What follows belongs to an exercise in optimizing a design on an open flow for a short achievable clock period and few clock cycles; a production flow would make more cautious choices. Only simulation tests tie the RTL to the original design; equivalence was not proved. No activity file was given, so power comes from the tool's default toggle rates.

**design.v**
```verilog
module control_unit #(parameter IK = 6, parameter PW = 48) (
    input  wire        clk,
    input  wire        rst,
    input  wire        button1,
    output wire        mem_en,
    output wire        mem_we,
    output wire [9:0]  mem_addr,
    output wire [31:0] mem_wdata,
    input  wire [31:0] mem_rdata,
    output wire        halted
);
    reg        halt;
    reg        btn_dly;
    reg [31:0] sp;
    reg [31:0] R [0:15];
    reg [9:0]  flo;
    reg [21:0] fhi;
    reg        fpend;
    reg [5:0]  fimm6;
    reg        fc10;
    reg        fetch_ok;
    reg [9:0]  mem_addr_q;   
    reg        mem_en_q;     
    reg        f_valid;    
    reg [31:0] f_pc;
    reg [10:0] f_pc1;      
    reg [9:0]  pf;         
    reg [9:0]  fr;         
    reg        pf_mode;    
    reg        fill_v;     
    reg [9:0]  fill_a;
    reg        fw_v;       
    reg [9:0]  fw_a;
    reg [31:0] fw_d;
    localparam IN = 1 << IK;
    reg [31:0]   ic_d [0:IN-1];
    reg [9-IK:0] ic_t [0:IN-1];
    reg [IN-1:0] ic_v;
    reg [31:0] ras [0:3];
    reg [1:0]  ras_p;
    reg        ras_pv;     
    reg [31:0] ras_pd;
    reg        qv0, qv1, qv2;
    reg [31:0] qw0, qw1, qw2;
    reg [31:0] qp0, qp1, qp2;
    reg        e_mem, e_we, e_stk;
    reg [9:0]  e_addr;
    reg [31:0] e_wdata;
    reg [31:0] e_wd_i;     
    reg        e_we_i;     
    reg        e_rwe, e_load, e_ldsp, e_ret;
    reg [3:0]  e_rd;
    reg [31:0] e_a, e_b;
    reg        e_cin;
    reg        e_add, e_and, e_or, e_xor, e_not, e_sra, e_sll, e_srl;
    reg        e_bmi, e_bpl, e_bz, e_pred;
    reg [31:0] e_alt;      
    reg        w_rwe, w_load, w_ldsp, w_ret;
    reg [3:0]  w_rd;
    reg [31:0] w_res;
    reg        ret_pending;    
    reg        exp_v;          
    reg [31:0] exp_pc;
    reg [31:0] sc_d [0:15];
    reg [5:0]  sc_t [0:15];
    reg [15:0] sc_v;
    wire [IK-1:0] ic_i = flo[IK-1:0];
    wire ic_hit = ic_v[ic_i] & (ic_t[ic_i] == flo[9:IK]);
    wire [31:0] ic_w = ic_d[ic_i];
    wire fetch_mem   = fetch_ok & ~ic_hit & ~e_mem & ~pf_mode;
    wire fetch_issue = fetch_ok & (ic_hit | (~e_mem & ~pf_mode));
    wire pf_issue    = pf_mode & ~e_mem;
    assign mem_en    = mem_en_q;
    assign mem_we    = e_we;
    assign mem_addr  = mem_addr_q;
    assign mem_wdata = e_wdata;
    assign halted    = halt;
    wire p1 = button1 & ~btn_dly;
    wire [31:0] e_sum = e_a + e_b + {31'd0, e_cin};
    wire [31:0] e_res = ({32{e_add}} & e_sum) |
                        ({32{e_and}} & (e_a & e_b)) |
                        ({32{e_or}}  & (e_a | e_b)) |
                        ({32{e_xor}} & (e_a ^ e_b)) |
                        ({32{e_not}} & ~e_a) |
                        ({32{e_sra}} & {e_a[31], e_a[31:1]}) |
                        ({32{e_sll}} & {e_a[30:0], 1'b0}) |
                        ({32{e_srl}} & {1'b0, e_a[31:1]});
    wire e_zero  = (e_a == 32'd0);
    wire e_taken = (e_bmi & e_a[31]) | (e_bpl & ~e_a[31] & ~e_zero) | (e_bz & e_zero);
    wire e_redirect = (e_bmi | e_bpl | e_bz) & (e_taken != e_pred);
    wire [31:0] w_val = w_load ? mem_rdata : w_res;
    wire [31:0] dw  = qw0;
    wire [31:0] dpc = qp0;
    wire [5:0] d_op   = dw[31:26];
    wire [5:0] d_func = dw[5:0];
    wire [3:0] d_rs = dw[24:21];
    wire [3:0] d_rt = dw[19:16];
    wire [3:0] d_rdf = dw[14:11];
    wire [31:0] d_imm = {{16{dw[15]}}, dw[15:0]};
    wire d_opr   = (d_op == 6'd0);
    wire d_ralu  = d_opr & (d_func <= 6'd8);
    wire d_move  = d_opr & (d_func == 6'd10);
    wire d_push  = d_opr & (d_func == 6'd11);
    wire d_pop   = d_opr & (d_func == 6'd12);
    wire d_ret   = d_opr & (d_func == 6'd13);
    wire d_ialu  = (d_op >= 6'd1) & (d_op <= 6'd9);
    wire d_bc    = (d_op >= 6'd11) & (d_op <= 6'd13);
    wire d_ld    = (d_op == 6'd14);
    wire d_st    = (d_op == 6'd15);
    wire d_ldsp  = (d_op == 6'd16);
    wire d_stsp  = (d_op == 6'd17);
    wire d_call  = (d_op == 6'd18);
    wire d_li    = (d_op == 6'd19);
    wire d_halt  = (d_op == 6'd62);
    wire d_use_rs_data = d_ralu | d_ialu | d_move | d_push | d_bc;
    wire d_use_rt_data = d_ralu | d_st;
    wire d_use_rs_addr = d_ld | d_st | d_ldsp | d_stsp;
    wire d_use_sp      = d_push | d_pop | d_call | d_ret | d_stsp | d_ldsp;
    wire d_wr_rd = d_ralu | d_move | d_pop;
    wire d_wr_rt = d_ialu | d_ld | d_li;
    wire [3:0] d_dst = d_wr_rd ? d_rdf : d_rt;
    wire e_hit_rs = e_rwe & (e_rd == d_rs);
    wire e_hit_rt = e_rwe & (e_rd == d_rt);
    wire w_hit_rs = w_rwe & (w_rd == d_rs);
    wire w_hit_rt = w_rwe & (w_rd == d_rt);
    wire [31:0] r_rs = R[d_rs];
    wire [31:0] r_rt = R[d_rt];
    wire [31:0] v_rs = (e_hit_rs & ~e_load) ? e_res : w_hit_rs ? w_val : r_rs;
    wire [31:0] v_rt = (e_hit_rt & ~e_load) ? e_res : w_hit_rt ? w_val : r_rt;
    wire [31:0] a_rs = (w_hit_rs & ~w_load) ? w_res : r_rs;
    wire sp_busy = e_ldsp | w_ldsp;
    wire d_stall_dep = (d_use_rs_data & e_hit_rs & e_load) |
                       (d_use_rt_data & e_hit_rt & e_load) |
                       (d_use_rs_addr & (e_hit_rs | (w_hit_rs & w_load))) |
                       (d_use_sp & sp_busy);
    wire d_badpc = exp_v & (dpc != exp_pc);
    wire d_hold  = halt | ret_pending | e_redirect;
    wire d_fire  = qv0 & ~d_hold & ~d_stall_dep & ~d_badpc;
    wire d_fix   = qv0 & ~d_hold & d_badpc;
    wire [3:0]  sc_i   = sp[3:0];
    wire        sc_efw = e_we & (e_addr == sp[9:0]);
    wire        sc_hit = sc_efw | (sc_v[sc_i] & (sc_t[sc_i] == sp[9:4]));
    wire [31:0] sc_val = sc_efw ? e_wd_i : sc_d[sc_i];
    wire [31:0] d_pc1 = dpc + 32'd1;
    wire [31:0] d_pcimm = dpc + d_imm;
    wire [9:0] d_addr_rs = a_rs[9:0] + dw[9:0];
    wire [31:0] sp_m1 = sp - 32'd1;
    wire [31:0] sp_p1 = sp + 32'd1;
    wire [9:0] d_addr = (d_push | d_call) ? sp_m1[9:0] :
                        (d_pop | d_ret) ? sp[9:0] : d_addr_rs;
    wire d_mem = d_ld | d_st | d_ldsp | d_stsp | d_push | ((d_pop | d_ret) & ~sc_hit) | d_call;
    wire d_mwe = d_st | d_stsp | d_push | d_call;
    wire [31:0] d_wdata = d_st ? v_rt : d_stsp ? sp : d_call ? d_pc1 : v_rs;
    reg [3:0] d_k;
    always @(*) begin
        d_k = 4'd0;
        if (d_ralu) d_k = d_func[3:0];
        case (d_op)
            6'd2: d_k = 4'd1;
            6'd3: d_k = 4'd5;
            6'd4: d_k = 4'd7;
            6'd5: d_k = 4'd8;
            6'd6: d_k = 4'd6;
            6'd7: d_k = 4'd3;
            6'd8: d_k = 4'd4;
            6'd9: d_k = 4'd2;
            default: ;
        endcase
    end
    wire [31:0] d_A = d_li ? 32'd0 : d_pop ? sc_val : v_rs;
    wire [31:0] d_B = d_ralu ? v_rt : (d_ialu | d_li) ? d_imm : 32'd0;
    wire d_alu = d_ralu | d_ialu;
    wire d_sh  = d_B[0];
    wire d_sub = d_alu & (d_k == 4'd1);
    wire d_is_add = ~d_alu | (d_k == 4'd0) | d_sub | (~d_sh & ((d_k == 4'd2) | (d_k == 4'd3) | (d_k == 4'd4)));
    wire d_shz = d_alu & ~d_sh & ((d_k == 4'd2) | (d_k == 4'd3) | (d_k == 4'd4));
    wire [31:0] iw = mem_rdata;
    wire [5:0] i_op = mem_rdata[31:26];
    wire i_call = (i_op == 6'd18);
    wire i_ret  = (i_op == 6'd0) & (mem_rdata[5:0] == 6'd13);
    wire i_jmp  = (i_op == 6'd10) | i_call |
                  (((i_op == 6'd11) | (i_op == 6'd12) | (i_op == 6'd13)) & mem_rdata[15]);
    wire i_mem  = f_valid;
    wire [10:0] i_tlo0 = {1'b0, f_pc[9:0]} + {1'b0, mem_rdata[9:0]};
    wire [10:0] i_tlo1 = {1'b0, f_pc1} + {1'b0, mem_rdata[9:0]};
    wire [10:0] i_tlo = ({11{i_call}} & i_tlo1) | ({11{~i_call}} & i_tlo0);
    wire [5:0] c_op = ic_w[31:26];
    wire c_call = (c_op == 6'd18);
    wire c_ret  = (c_op == 6'd0) & (ic_w[5:0] == 6'd13);
    wire c_jmp  = (c_op == 6'd10) | c_call |
                  (((c_op == 6'd11) | (c_op == 6'd12) | (c_op == 6'd13)) & ic_w[15]);
    wire [10:0] c_tlo0 = {1'b0, flo} + {1'b0, ic_w[9:0]};
    wire [10:0] c_tlo1 = {1'b0, flo} + {1'b0, ic_w[9:0]} + 11'd1;
    wire [10:0] c_tlo = ({11{c_call}} & c_tlo1) | ({11{~c_call}} & c_tlo0);
    wire w_redirect = w_ret;
    wire squash_all = w_redirect | e_redirect | d_fix;
    wire i_predj = ~squash_all & i_mem & i_jmp;
    wire i_predr = ~squash_all & i_mem & i_ret;
    wire i_pred  = i_predj | i_predr;
    wire f_hit   = fetch_issue & ic_hit;
    wire f_go    = ~squash_all & ~i_pred & f_hit;
    wire f_predj = f_go & c_jmp;
    wire f_predr = f_go & c_ret;
    wire squash_f = squash_all | i_pred;
    wire [21:0] fhi_eff = fpend ? (fhi + {{16{fimm6[5]}}, fimm6} + {21'd0, fc10}) : fhi;
    wire [31:0] fpc_eff = {fhi_eff, flo};
    wire [31:0] ras_top = ras_pv ? ras_pd : ras[ras_p];
    wire [31:0] ras_tgt = ras_top + 32'd1;
    reg        nv0, nv1, nv2;
    reg [31:0] nw0, nw1, nw2, np0, np1, np2;
    always @(*) begin
        if (d_fire) begin
            nv0 = qv1; nw0 = qw1; np0 = qp1;
            nv1 = qv2; nw1 = qw2; np1 = qp2;
            nv2 = 1'b0; nw2 = qw2; np2 = qp2;
        end else begin
            nv0 = qv0; nw0 = qw0; np0 = qp0;
            nv1 = qv1; nw1 = qw1; np1 = qp1;
            nv2 = qv2; nw2 = qw2; np2 = qp2;
        end
        if (f_valid) begin
            if (!nv0) begin nv0 = 1'b1; nw0 = iw; np0 = f_pc; end
            else if (!nv1) begin nv1 = 1'b1; nw1 = iw; np1 = f_pc; end
            else begin nv2 = 1'b1; nw2 = iw; np2 = f_pc; end
        end
        if (f_hit) begin
            if (!nv0) begin nv0 = f_go; nw0 = ic_w; np0 = fpc_eff; end
            else if (!nv1) begin nv1 = f_go; nw1 = ic_w; np1 = fpc_eff; end
            else begin nv2 = f_go; nw2 = ic_w; np2 = fpc_eff; end
        end
        if (squash_all) begin
            nv0 = 1'b0; nv1 = 1'b0; nv2 = 1'b0;
        end
    end
    wire nf_valid = fetch_mem & ~squash_f;
    wire [1:0] cnt_now = {1'b0, qv0} + {1'b0, qv1} + {1'b0, qv2};
    wire [2:0] ncnt_b = {1'b0, cnt_now} - {2'b0, d_fire} + {2'b0, f_valid};
    wire nfetch_ok = squash_all | (fetch_issue ? (ncnt_b <= 3'd1) : (ncnt_b <= 3'd2));
    wire [9:0] flo_p1 = flo + 10'd1;
    wire [IK-1:0] ic_i1 = flo_p1[IK-1:0];
    wire hit_p1 = ic_v[ic_i1] & (ic_t[ic_i1] == flo_p1[9:IK]);
    wire [IK-1:0] ic_ip = pf[IK-1:0];
    wire hit_pf = ic_v[ic_ip] & (ic_t[ic_ip] == pf[9:IK]);
    wire f_seq  = ~squash_all & ~i_mem & ~f_predj & ~f_predr;
    wire n_dhit = f_seq & (fetch_issue ? hit_p1 : ic_hit);
    wire [9:0] pf_d = pf - flo;
    wire pf_inw = (pf_d != 10'd0) & (pf_d <= PW);
    wire [9:0] n_pf = fetch_mem ? (pf_inw ? pf : flo_p1) :
                      (pf_issue | hit_pf) ? pf + 10'd1 : pf;
    wire [9:0] n_fr = fetch_mem ? flo : fr;
    wire [9:0] pf_dh = pf - fr;
    wire [9:0] pf_da = pf + 10'd1 - fr;
    wire ok_hold = (pf_dh != 10'd0) & (pf_dh <= PW);
    wire ok_adv  = (pf_da != 10'd0) & (pf_da <= PW);
    wire n_pf_ok = fetch_mem | ((pf_issue | hit_pf) ? ok_adv : ok_hold);
    wire n_pf_mode = n_pf_ok & ~(nfetch_ok & ~n_dhit);
    reg [9:0]  n_flo;
    reg [21:0] n_fhi;
    reg        n_fpend, n_fc10;
    reg [5:0]  n_fimm6;
    always @(*) begin
        n_fpend = 1'b0;
        n_fimm6 = fimm6;
        n_fc10 = fc10;
        if (i_sel & ~hi_pri) begin
            if (i_ret)
                {n_fhi, n_flo} = ras_tgt;
            else begin
                n_flo = i_tlo[9:0];
                n_fhi = f_pc[31:10];
                n_fimm6 = mem_rdata[15:10];
                n_fc10 = i_tlo[10];
                n_fpend = 1'b1;
            end
        end else if (hi_pri)
            {n_fhi, n_flo} = hi_val;
        else
            {n_fhi, n_flo, n_fimm6, n_fc10, n_fpend} = {l_fhi, l_flo, l_fimm6, l_fc10, l_fpend};
    end
    wire        hi_pri = w_redirect | e_redirect | d_fix;
    wire [31:0] hi_val = w_redirect ? mem_rdata : e_redirect ? e_alt : exp_pc;
    wire        i_sel  = i_mem & (i_jmp | i_ret);
    wire [9:0]  i_val  = i_ret ? ras_tgt[9:0] : i_tlo[9:0];
    wire        ma_oth = (d_fire & d_mem) | n_pf_mode;
    wire [9:0]  ma_base = ma_oth ? ((d_fire & d_mem) ? d_addr : n_pf) : hi_pri ? hi_val[9:0] : l_flo;
    wire        ma_i   = i_sel & ~hi_pri & ~ma_oth;
    reg [9:0]  l_flo;
    reg [21:0] l_fhi;
    reg        l_fpend, l_fc10;
    reg [5:0]  l_fimm6;
    always @(*) begin
        l_fpend = 1'b0;
        l_fimm6 = fimm6;
        l_fc10 = fc10;
        if (f_hit & c_ret)
            {l_fhi, l_flo} = ras_tgt;
        else if (f_hit & c_jmp) begin
            l_flo = c_tlo[9:0];
            l_fhi = fhi_eff;
            l_fimm6 = ic_w[15:10];
            l_fc10 = c_tlo[10];
            l_fpend = 1'b1;
        end else if (fetch_issue)
            {l_fhi, l_flo} = fpc_eff + 32'd1;
        else
            {l_fhi, l_flo} = {fhi_eff, flo};
    end
    always @(posedge clk) begin
        e_wd_i <= d_wdata;
        e_we_i <= d_fire & d_mwe;
    end
    always @(posedge clk) begin
        if (rst) btn_dly <= 1'b1;
        else btn_dly <= button1;
    end
    always @(posedge clk) begin
        if (w_rwe)
            R[w_rd] <= w_val;
    end
    always @(posedge clk) begin
        if (e_we_i & (e_stk | (sc_t[e_addr[3:0]] == e_addr[9:4]))) begin
            sc_d[e_addr[3:0]] <= e_wd_i;
            sc_t[e_addr[3:0]] <= e_addr[9:4];
        end
    end
    always @(posedge clk) begin
        if (rst)
            sc_v <= 16'd0;
        else if (e_we & e_stk)
            sc_v[e_addr[3:0]] <= 1'b1;
    end
    wire [IK-1:0] fl_i = fw_a[IK-1:0];
    wire [IK-1:0] st_i = e_addr[IK-1:0];
    always @(posedge clk) begin
        fw_d <= (e_we_i & (e_addr == fill_a)) ? e_wd_i : mem_rdata;
        fw_a <= fill_a;
        if (fw_v) begin
            ic_d[fl_i] <= (e_we_i & (e_addr == fw_a)) ? e_wd_i : fw_d;
            ic_t[fl_i] <= fw_a[9:IK];
        end
        if (e_we_i & (ic_t[st_i] == e_addr[9:IK]) & ~(fw_v & (fl_i == st_i)))
            ic_d[st_i] <= e_wd_i;
    end
    always @(posedge clk) begin
        if (rst) begin
            ic_v <= {IN{1'b0}};
            fw_v <= 1'b0;
        end else begin
            fw_v <= fill_v;
            if (fw_v)
                ic_v[fl_i] <= 1'b1;
        end
    end
    wire ras_push = (i_predj & i_call) | (f_predj & c_call);
    wire ras_pop  = i_predr | f_predr;
    always @(posedge clk) begin
        if (ras_pv)
            ras[ras_p] <= ras_pd;
        ras_pd <= i_predj ? f_pc : fpc_eff;
    end
    always @(posedge clk) begin
        if (rst) begin
            ras_p <= 2'd0;
            ras_pv <= 1'b0;
        end else begin
            ras_pv <= ras_push;
            if (ras_push)
                ras_p <= ras_p + 2'd1;
            else if (ras_pop)
                ras_p <= ras_p - 2'd1;
        end
    end
    always @(posedge clk) begin
        if (rst) begin
            halt <= 1'b0;
            sp <= 32'd0;
            flo <= 10'd0; fhi <= 22'd0; fpend <= 1'b0;
            fetch_ok <= 1'b1;
            mem_addr_q <= 10'd0;
            mem_en_q <= 1'b1;
            f_valid <= 1'b0;
            fill_v <= 1'b0;
            pf <= 10'd1; fr <= 10'd0; pf_mode <= 1'b0;
            qv0 <= 1'b0; qv1 <= 1'b0; qv2 <= 1'b0;
            e_mem <= 1'b0; e_we <= 1'b0; e_rwe <= 1'b0; e_load <= 1'b0;
            e_ldsp <= 1'b0; e_ret <= 1'b0;
            e_bmi <= 1'b0; e_bpl <= 1'b0; e_bz <= 1'b0;
            w_rwe <= 1'b0; w_load <= 1'b0; w_ldsp <= 1'b0; w_ret <= 1'b0;
            ret_pending <= 1'b0;
            exp_v <= 1'b0;
        end else begin
            if (halt) begin
                if (p1) halt <= 1'b0;
            end else if (d_fire & d_halt)
                halt <= 1'b1;
            flo <= n_flo;
            fhi <= n_fhi;
            fpend <= n_fpend;
            fimm6 <= n_fimm6;
            fc10 <= n_fc10;
            mem_addr_q <= ma_i ? i_val : ma_base;
            mem_en_q <= nfetch_ok | (d_fire & d_mem) | n_pf_mode;
            f_valid <= nf_valid;
            f_pc <= fpc_eff;
            f_pc1 <= {1'b0, flo} + 11'd1;
            fetch_ok <= nfetch_ok;
            fill_v <= fetch_mem | pf_issue;
            fill_a <= pf_issue ? pf : flo;
            pf <= n_pf;
            fr <= n_fr;
            pf_mode <= n_pf_mode;
            qv0 <= nv0; qv1 <= nv1; qv2 <= nv2;
            qw0 <= nw0; qw1 <= nw1; qw2 <= nw2;
            qp0 <= np0; qp1 <= np1; qp2 <= np2;
            if (w_ldsp)
                sp <= mem_rdata;
            else if (d_fire & (d_push | d_call))
                sp <= sp_m1;
            else if (d_fire & (d_pop | d_ret))
                sp <= sp_p1;
            if (w_redirect)
                ret_pending <= 1'b0;
            else if (d_fire & d_ret & ~sc_hit)
                ret_pending <= 1'b1;
            if (d_fire & d_ret & sc_hit) begin
                exp_v <= 1'b1;
                exp_pc <= sc_val;
            end else if (d_fire | d_fix)
                exp_v <= 1'b0;
            e_mem  <= d_fire & d_mem;
            e_we   <= d_fire & d_mwe;
            e_stk  <= d_push | d_call;
            e_rwe  <= d_fire & (d_wr_rd | d_wr_rt);
            e_load <= d_fire & ((d_pop & ~sc_hit) | d_ld);
            e_ldsp <= d_fire & d_ldsp;
            e_ret  <= d_fire & d_ret & ~sc_hit;
            e_bmi  <= d_fire & (d_op == 6'd11);
            e_bpl  <= d_fire & (d_op == 6'd12);
            e_bz   <= d_fire & (d_op == 6'd13);
            e_pred <= dw[15];
            e_alt  <= dw[15] ? d_pc1 : d_pcimm;
            e_rd   <= d_dst;
            e_addr <= d_addr;
            e_wdata <= d_wdata;
            e_a    <= d_A;
            e_b    <= d_sub ? ~d_B : (d_shz ? 32'd0 : d_B);
            e_cin  <= d_sub;
            e_add  <= d_is_add;
            e_and  <= d_alu & (d_k == 4'd5);
            e_or   <= d_alu & (d_k == 4'd7);
            e_xor  <= d_alu & (d_k == 4'd8);
            e_not  <= d_alu & (d_k == 4'd6);
            e_sra  <= d_alu & d_sh & (d_k == 4'd2);
            e_sll  <= d_alu & d_sh & (d_k == 4'd3);
            e_srl  <= d_alu & d_sh & (d_k == 4'd4);
            w_rwe  <= e_rwe;
            w_load <= e_load;
            w_ldsp <= e_ldsp;
            w_ret  <= e_ret;
            w_rd   <= e_rd;
            w_res  <= e_res;
        end
    end
endmodule
```
**flow/run.sh**
```bash
#!/bin/bash
# Own flow: the standard layout (the standard synthesis, unchanged, and
# the same SDC and period). Two changes after synthesis: ORFS's timing repair
# aims for a larger setup margin, and the port buffers start as buf_4.
set -euo pipefail
bash standard.sh synth > synth_run.log 2>&1
bash standard.sh SETUP_SLACK_MARGIN=14 'BUFFER_PORTS_ARGS=-buffer_cell sky130_fd_sc_hd__buf_4' finish > layout_run.log 2>&1
```
**standard.sh**
```bash
#!/bin/bash
# synth_recipe.tcl (not shown) runs the flow's synth.tcl, then flattens the netlist and writes it again
# the make line also repeats each setting of config.mk as NAME=value (left out here)
make -C /OpenROAD-flow-scripts/flow DESIGN_CONFIG=/design/flow/config.mk WORK_HOME=/design/flow/orfs CLKGATE_MAP_FILE= SYNTH_SCRIPT=/design/flow/synth_recipe.tcl "${@:-finish}"
```
**config.mk**
```make
export PLATFORM = sky130hd
export DESIGN_NAME = control_unit
export DESIGN_NICKNAME = control_unit
export VERILOG_FILES = /design/flow/design.v
export SDC_FILE = /design/flow/constraint.sdc
export NUM_CORES = 4
export LEC_CHECK = 0
export CAP_MARGIN = 20
export CORE_MARGIN = 2
export CORE_UTILIZATION = 40
export PLACE_DENSITY = 0.6
export SLEW_MARGIN = 20
```
**constraint.sdc**
```tcl
create_clock -name core_clock -period 19.0 [get_ports {clk}]
set_input_delay 3.8000 -clock core_clock [delete_from_list [all_inputs] [get_ports {clk}]]
set_output_delay 3.8000 -clock core_clock [all_outputs]
set_load 0.01 [all_outputs]
```
==> metrics.yaml, run 1 <==
areaGrowthSynthToFinish_pct: 18.67
maxSlewViolCount: 13
globalplace.congestion: 0.9558
grt_antenna_before_repair: 62
clk_latency_ns: 1.10
r2r_slack_ns: 13.49
ioPinCount: 80
failed_checks: "capacitance limit, slew limit"
powerDensity_nw_per_um2: 130.0
die_area_um2: 540900
swShare_pct: 37.11
tightest_slew_ns: 1.610
drive_gt1_share_pct: 25.36
p_clk_share_pct: 27.3
final_nets: 16967
syn_nets: 16829
cp.required_ns: 19.93
htree_levels: 5
grt_pass1_vias: 143256
cp-start-kind: "input pin"
cts_root_buffer: "clkbuf_16"
die_h_um: 735.4
synth.top_cells.by_count: "3891 x edfxtp_1, 2620 x nor2_1, 2444 x a21oi_1"
route.detailed.drc: 0
cp.arrival_ns: 6.49
yosys_most_used_dff: "edfxtp_1"
period_share_pct: 29.26
p_sw_w: 0.01225
peakVddDrop_mv: 0.1289
grt_setup_unrepaired: "true"
rows: 268
r2r-start: "flo[2]"
final.setup_skew_ns: 0.1408
power.total_w: 0.03300
clk_path_buf_depth: 4
p_seq_share_pct: 35.6
cts_made_buffers: 452
critPathKind: "in -> reg"
grt-ovfl-total: 0
use_met1_pct: 38.95
synthDominantAreaCellType: "edfxtp_1"
synth_edf_count: 3891
synthCells: 16583
static-leakage-power_nw: 85.33
ant_nets: 0
rr_worst_depth: 20
hold_start: "fill_a[7]"
drtIter0Drc: 29915
dp_hpwl_um: 478700
async_flop_share_pct: 0
grt_max_degree: 98
grtUsageMet3_pct: 7.654
holdPathStages: 0
synth.most_common_cell: "edfxtp_1"
synth.distinct_cells: 105
start_util_pct: 40.16
setup_slack_ns: 13.44
yosys_warnings: 1
internal_power_w: 0.02076
fin_tns_setup_ns: 0
dp_slack_ns: 11.23
synth_top_area_share_pct: 54.60
ys_seq_area_share_pct: 57.68
vias: 160904
cp_max_fo: 3
holdPathEnd: "fw_a[7]"
finalSetupViolations: 0
postCtsHoldBufs: 0
vias_per_cell: 6.651
grt_usage_pct: 29.12
grt_first_pass_wirelength_um: 1130000
critPathCaptureType: "flip-flop"
p_comb_share_pct: 37.1
synth-seq-cells: 4220
drtPass1Iterations: 17
chipWidth_um: 735.4
wl_um: 876500
hold_class: "reg -> reg"
clk_pin_slew_ns: 0.06
wl_per_cell_um: 36.23
synth_area_leaders: "edfxtp_1 55%, mux4_2 15%, a21oi_1 5.7%"
synth_area_per_cell_um2: 12.90
cts_tree: "built"
cts.sink_count: 4220
max_freq_ghz: 0.1799
busiest_layer: "met2"
period_minus_slack_ns: 5.559
coreArea_um2: 532800
cap_violations: 1
use_met2_pct: 43.05
slew_headroom_pct: -7.427
hold_violations: 0
syn_area_um2: 214000
r2r_end: "mem_addr_q[8]"
port_buffers: 79
status: "finished with violations"
==> how the worst max path moves through the flow <==
stage	from	end	slack, ns	cells after the start
2_1_floorplan	mem_rdata[0]	mem_addr_q[8]	13.01	16
3_3_place_gp	flo[0]	mem_addr_q[8]	11.31	21
3_5_place_dp	flo[0]	mem_addr_q[8]	11.23	21
4_1_cts	mem_en_q	mem_en	13.50	1
5_1_grt	mem_rdata[1]	mem_addr_q[7]	13.37	16
6_report	mem_rdata[1]	mem_addr_q[7]	13.44	16
==> cells in the final DEF, fill, tap and decap left out, types with 163 or more instances in the layout <==
cell	instances
a21oi_1	2335
buf_12	163
buf_4	592
buf_6	178
clkbuf_16	565
dfxtp_1	255
edfxtp_1	3891
ha_1	188
inv_1	210
mux2i_1	364
mux4_2	1425
nand2_1	744
nor2_1	2418
o21ai_0	396
xnor2_1	169
==> per-stage QoR <==
step	cells	hold WS (ns)	cell area (um2)	utilization [%]
after floorplan	16583	0.3687	215300	-
final	24194	0.3061	253900	47.66
after detailed placement	22601	0.3753	223200	41.88
after global placement	22600	0.3728	223100	41.87
after global routing	24153	0.3273	253800	47.64
after CTS	23761	0.3144	245300	46.04
==> layout make-up <==
type	count	area (um2)
Fill cell	45588	278900
Sequential cell	4220	123700
Multi-Input combinational cell	10602	88790
Timing Repair Buffer	1216	16790
Clock buffer	600	12160
Tap cell	7020	8783
Clock inverter	244	2614
Inverter	227	947.2
Antenna cell	63	157.7
Timing Repair inverter	2	25.02
==> worst max-delay path, cell delays in order <==
cell	delay [ns]
buf_16	0.13
buf_8	0.14
buf_4	0.15
ha_4	0.20
a21o_1	0.16
a21oi_2	0.17
o21ai_2	0.08
a21oi_2	0.19
o21ai_2	0.11
xor2_1	0.18
a211oi_2	0.11
o21ai_1	0.13
o211ai_1	0.14
a211o_1	0.33
mux2_4	0.27
a211oi_2	0.18
==> routing by layer <==
metal | up-vias | routed length [um]
li1 | 63871 | -
met1 | 80454 | 305000
met2 | 13651 | 371900
met3 | 2878 | 132800
met4 | 50 | 65920
met5 | - | 870
==> sequential cells by signal (all words and copies together) (netlist names), 64 cells and up, named ones only <==
register,cells
R,512
ic_d,1920
ic_t,256
ic_v,64
ras,128
sc_d,512
sc_t,96
==> power groups by stage <==
stage	clock [W]	combinational, W	sequential (W)
after floorplan	0	0.00678	0.0114
after global placement	0	0.0102	0.0120
after detailed placement	0	0.0103	0.0120
after CTS	0.00901	0.0114	0.0118
after global routing	0.00935	0.0125	0.0118
final	0.00900	0.0122	0.0118
==> kinds of logic after synthesis <==
group | Yosys count | synth area share (%)
fa+ha+maj | 212 | 1.280
compound gates | 3793 | 9.976
buf+inv | 1781 | 3.386
flops | 4220 | 57.68
mux | 2016 | 18.06
xor+xnor | 315 | 1.301
simple gates | 4246 | 8.321
==> what timing repair did <==
item | 4_1_cts | 5_1_grt
endpoints found under the setup margin | 4605 | 2097
gates resized for setup | 679 | 800
pin swaps | 71 | 118
buffers inserted | 229 | 231
gates cloned | 87 | 137
hold endpoints to repair | 0 | 0
Testbench counts, summed over its fixed seeds: cycles 44,592.
==> run 2: changes to the inputs <==
==> flow/run.sh (replaced) <==
#!/bin/bash
# Own flow: the standard layout (the standard synthesis, unchanged, and
# the same SDC and period). Changes after synthesis: ORFS's timing repair
# aims for a larger setup margin (without gate cloning), and the port
# buffers start as buf_4.
set -euo pipefail
bash standard.sh synth > synth_run.log 2>&1
bash standard.sh SETUP_SLACK_MARGIN=14 SKIP_GATE_CLONING=1 CAP_MARGIN=30 SLEW_MARGIN=30 'BUFFER_PORTS_ARGS=-buffer_cell sky130_fd_sc_hd__buf_4' finish > layout_run.log 2>&1
--- a/config.mk
+++ b/config.mk
@@ -7,6 +7,6 @@
 export LEC_CHECK = 0
-export CAP_MARGIN = 20
+export CAP_MARGIN = 30
 export CORE_MARGIN = 2
-export CORE_UTILIZATION = 40
-export PLACE_DENSITY = 0.6
-export SLEW_MARGIN = 20
+export CORE_UTILIZATION = 50
+export PLACE_DENSITY = 0.65
+export SLEW_MARGIN = 30
==> run 2 against run 1 <==
  * Now clean on timing, DRC and antenna
  * Non-clock buffer count shrank 27
  * Synthesized cell count is the same
  * Via count grew 0.43%
  * Hold slack gained 0.090 ns
  * Flip-flop and latch count is the same
  * First-iteration DRC count grew 5.4%
  * Sequential share of layout area grew 0.91 points
  * Synthesized area is the same
  * Die area shrank 20%
  * Final cell count shrank 5.9%
  * Combinational power is essentially flat
  * Largest cell class unchanged
==> metrics.yaml, run 2 <==
synth_edf_count: 3891
dp_slack_ns: 10.76
dpl_cell_area_um2: 221700
synthDominantAreaCellType: "edfxtp_1"
hold_violations: 0
grt_antenna_before_repair: 85
syn_nets: 16829
cts_made_buffers: 439
cts_root_buffer: "clkbuf_16"
drtIter0Drc: 31542
vias_per_cell: 7.096
static-leakage-power_nw: 84.38
period_minus_slack_ns: 5.541
synth.most_common_cell: "edfxtp_1"
slew_headroom_pct: 19.69
start_util_pct: 50.15
status: "no timing/DRC/antenna violations"
cap_violations: 0
layout_common_cells: "3891 x edfxtp_1, 2516 x nor2_1, 2363 x a21oi_1, 1425 x mux4_2, 739 x nand2_1"
dp_hpwl_um: 471200
synth_top_area_share_pct: 54.60
htree_levels: 5
maxSlewViolCount: 0
final_nets: 16905
synthCells: 16583
synth_area_per_cell_um2: 12.90
clk_path_buf_depth: 4
die_area_um2: 433200
syn_area_um2: 214000
period_share_pct: 29.16
yosys.area_share.simple_pct: 8.321
stdcell_count: 22772
clk_latency_ns: 1.10
layout_commonest_cell: "edfxtp_1"
drive_gt1_share_pct: 24.57
wl_um: 847100
drtPass1Iterations: 17
tightest_slew_ns: 1.198
grt_usage_pct: 36.30
ys_seq_area_share_pct: 57.68
grt_setup_unrepaired: "true"
coreArea_um2: 426700
cp-start-kind: "flip-flop"
hold_class: "reg -> reg"
wl_per_cell_um: 37.20
areaGrowthSynthToFinish_pct: 16.49
synth-seq-cells: 4220
finalSetupViolations: 0
grt_first_pass_wirelength_um: 1120000
ant_nets: 0
cp.arrival_ns: 6.51
vias: 161601
synthXorXnorAreaFrac_pct: 1.301
synth.distinct_cells: 105
async_flop_share_pct: 0
peakVddDrop_mv: 0.09929
synth.top_cells.by_count: "3891 x edfxtp_1, 2620 x nor2_1, 2444 x a21oi_1"
die_h_um: 658.2
port_buffers: 79
synth_top_family_by_area: "multiplexers"
top_register: "ic_d"
powerDensity_nw_per_um2: 129.7
final.setup_skew_ns: 0.1143
critPathCaptureType: "flip-flop"
synth_fa_ha_area_share_pct: 1.280
grt-ovfl-total: 0
yosys_most_used_dff: "edfxtp_1"
globalplace.congestion: 0.9872
fin_tns_setup_ns: 0
placedCellCount: 21279
ioPinCount: 80
clk_pin_slew_ns: 0.07
grt_pass1_vias: 145603
grt_max_degree: 95
cp_max_fo: 20
largest_reg_flops: 1920
max_freq_ghz: 0.1805
cts_tree: "built"
cp.required_ns: 19.97
route.detailed.drc: 0
critPathKind: "reg -> reg"
fin_area_um2: 249300
chipWidth_um: 658.2
cts.sink_count: 4220
yosys_warnings: 1
muxShareOfSynthArea_pct: 18.06
synth_compound_area_share_pct: 9.976
setup_slack_ns: 13.46
rows: 240
synth_area_leaders: "edfxtp_1 55%, mux4_2 15%, a21oi_1 5.7%"
==> run 2: kinds of logic (layout without fill, tap and decap cells) <==
| kind of cell | count (synthesis) | in the layout |
|---|---|---|
| flops | 4220 | 4220 |
| mux | 2016 | 2016 |
| compound gates | 3793 | 3793 |
| other cells | 0 | 49 |
| simple gates | 4246 | 4246 |
| fa+ha+maj | 212 | 212 |
| buf+inv | 1781 | 2234 |
| xor+xnor | 315 | 315 |
==> run 2: timing repair <==
| action | in CTS | in global routing |
|---|---|---|
| buffers inserted | 292 | 333 |
| gates resized for setup | 649 | 533 |
| pin swaps | 76 | 101 |
| hold buffers | 0 | 0 |
| endpoints found under the setup margin | 4509 | 2490 |
==> run 2: per-layer routing <==
metal	global-route usage (%)	share of wire, %	vias up
met5	0.06649	0.14	-
met4	21.24	7.9	76
met3	11.30	16	3364
met2	52.43	42	14626
met1	48.52	34	79913
li1	-	-	63622
==> run 2: layout make-up <==
cell class | instances | area, um2
Antenna cell | 49 | 122.6
Tap cell | 5687 | 7116
Clock buffer | 557 | 11680
Timing Repair Buffer | 1189 | 15460
Clock inverter | 261 | 2596
Sequential cell | 4220 | 123700
Inverter | 227 | 932.1
Fill cell | 32674 | 177400
Multi-Input combinational cell | 10582 | 87690
==> run 2: metrics by stage <==
stage	total power, W	hold slack (ns)	util (%)
after floorplan	0.01822	0.3687	-
final	0.03234	0.3963	58.42
after global routing	0.03298	0.4119	58.40
after CTS	0.03150	0.3965	56.89
after global placement	0.02190	0.3748	51.89
after detailed placement	0.02198	0.3876	51.95
==> run 2: power by group <==
part           leakage (nW)  switching [W]  internal (W)
combinational          39.4        0.00723       0.00463
sequential             38.0       0.000747        0.0110
clock                  6.96        0.00387       0.00489
==> run 2: worst paths after layout <==
path	depth (start not counted)	slack (ns)	end	start
worst min register to register	0	0.40	fw_a[9]	fill_a[9]
worst max-delay path	16	13.46	mem_addr_q[7]	flo[0]
worst max register to register	16	13.46	mem_addr_q[7]	flo[0]
worst min-delay path	0	0.40	fw_a[9]	fill_a[9]
==> run 2: critical path, stage by stage, from the launching register on <==
cell,delay [ns]
dfxtp_4,0.36
buf_12,0.13
buf_12,0.19
buf_16,0.23
mux4_2,0.56
mux2i_1,0.60
o221ai_1,0.55
a221oi_2,0.78
and3_1,0.31
nand4_1,0.12
buf_4,0.21
or2_1,0.34
nand3_4,0.20
a31oi_1,0.06
a211o_1,0.34
mux2_4,0.27
a211oi_2,0.18

==> what the ideal ports hide <==
Ports are ideal in the flow. The routed layouts listed here were re-timed in OpenROAD. Step 1: set_driving_cell puts a clkbuf_16 on clk and a buf_2 on each other input, an assumption about the parent block. Step 2 moves the port delays by t, midway between the first and last clock arrival at a register: inputs arrive t later, outputs are due t later. That takes back most of the time a late clock gives input paths. Three values: ideal, step 1, step 2; two values: the first two.
run | t (ns) | setup WS [ns] | worst hold slack (ns) | worst setup path after step 2 | cell pins on the clock port's net
run 1 | 1.166 | 13.441 / 13.404 / 12.277 | 0.306 / 0.306 / 0.306 | input to register | 1
run 2 | 1.158 | 13.459 / 13.415 / 12.457 | 0.396 / 0.396 / 0.396 | input to register | 1
The setup slack of run 1, which loses most, moves by -0.037 ns with the drivers and by -1.164 ns with both steps.
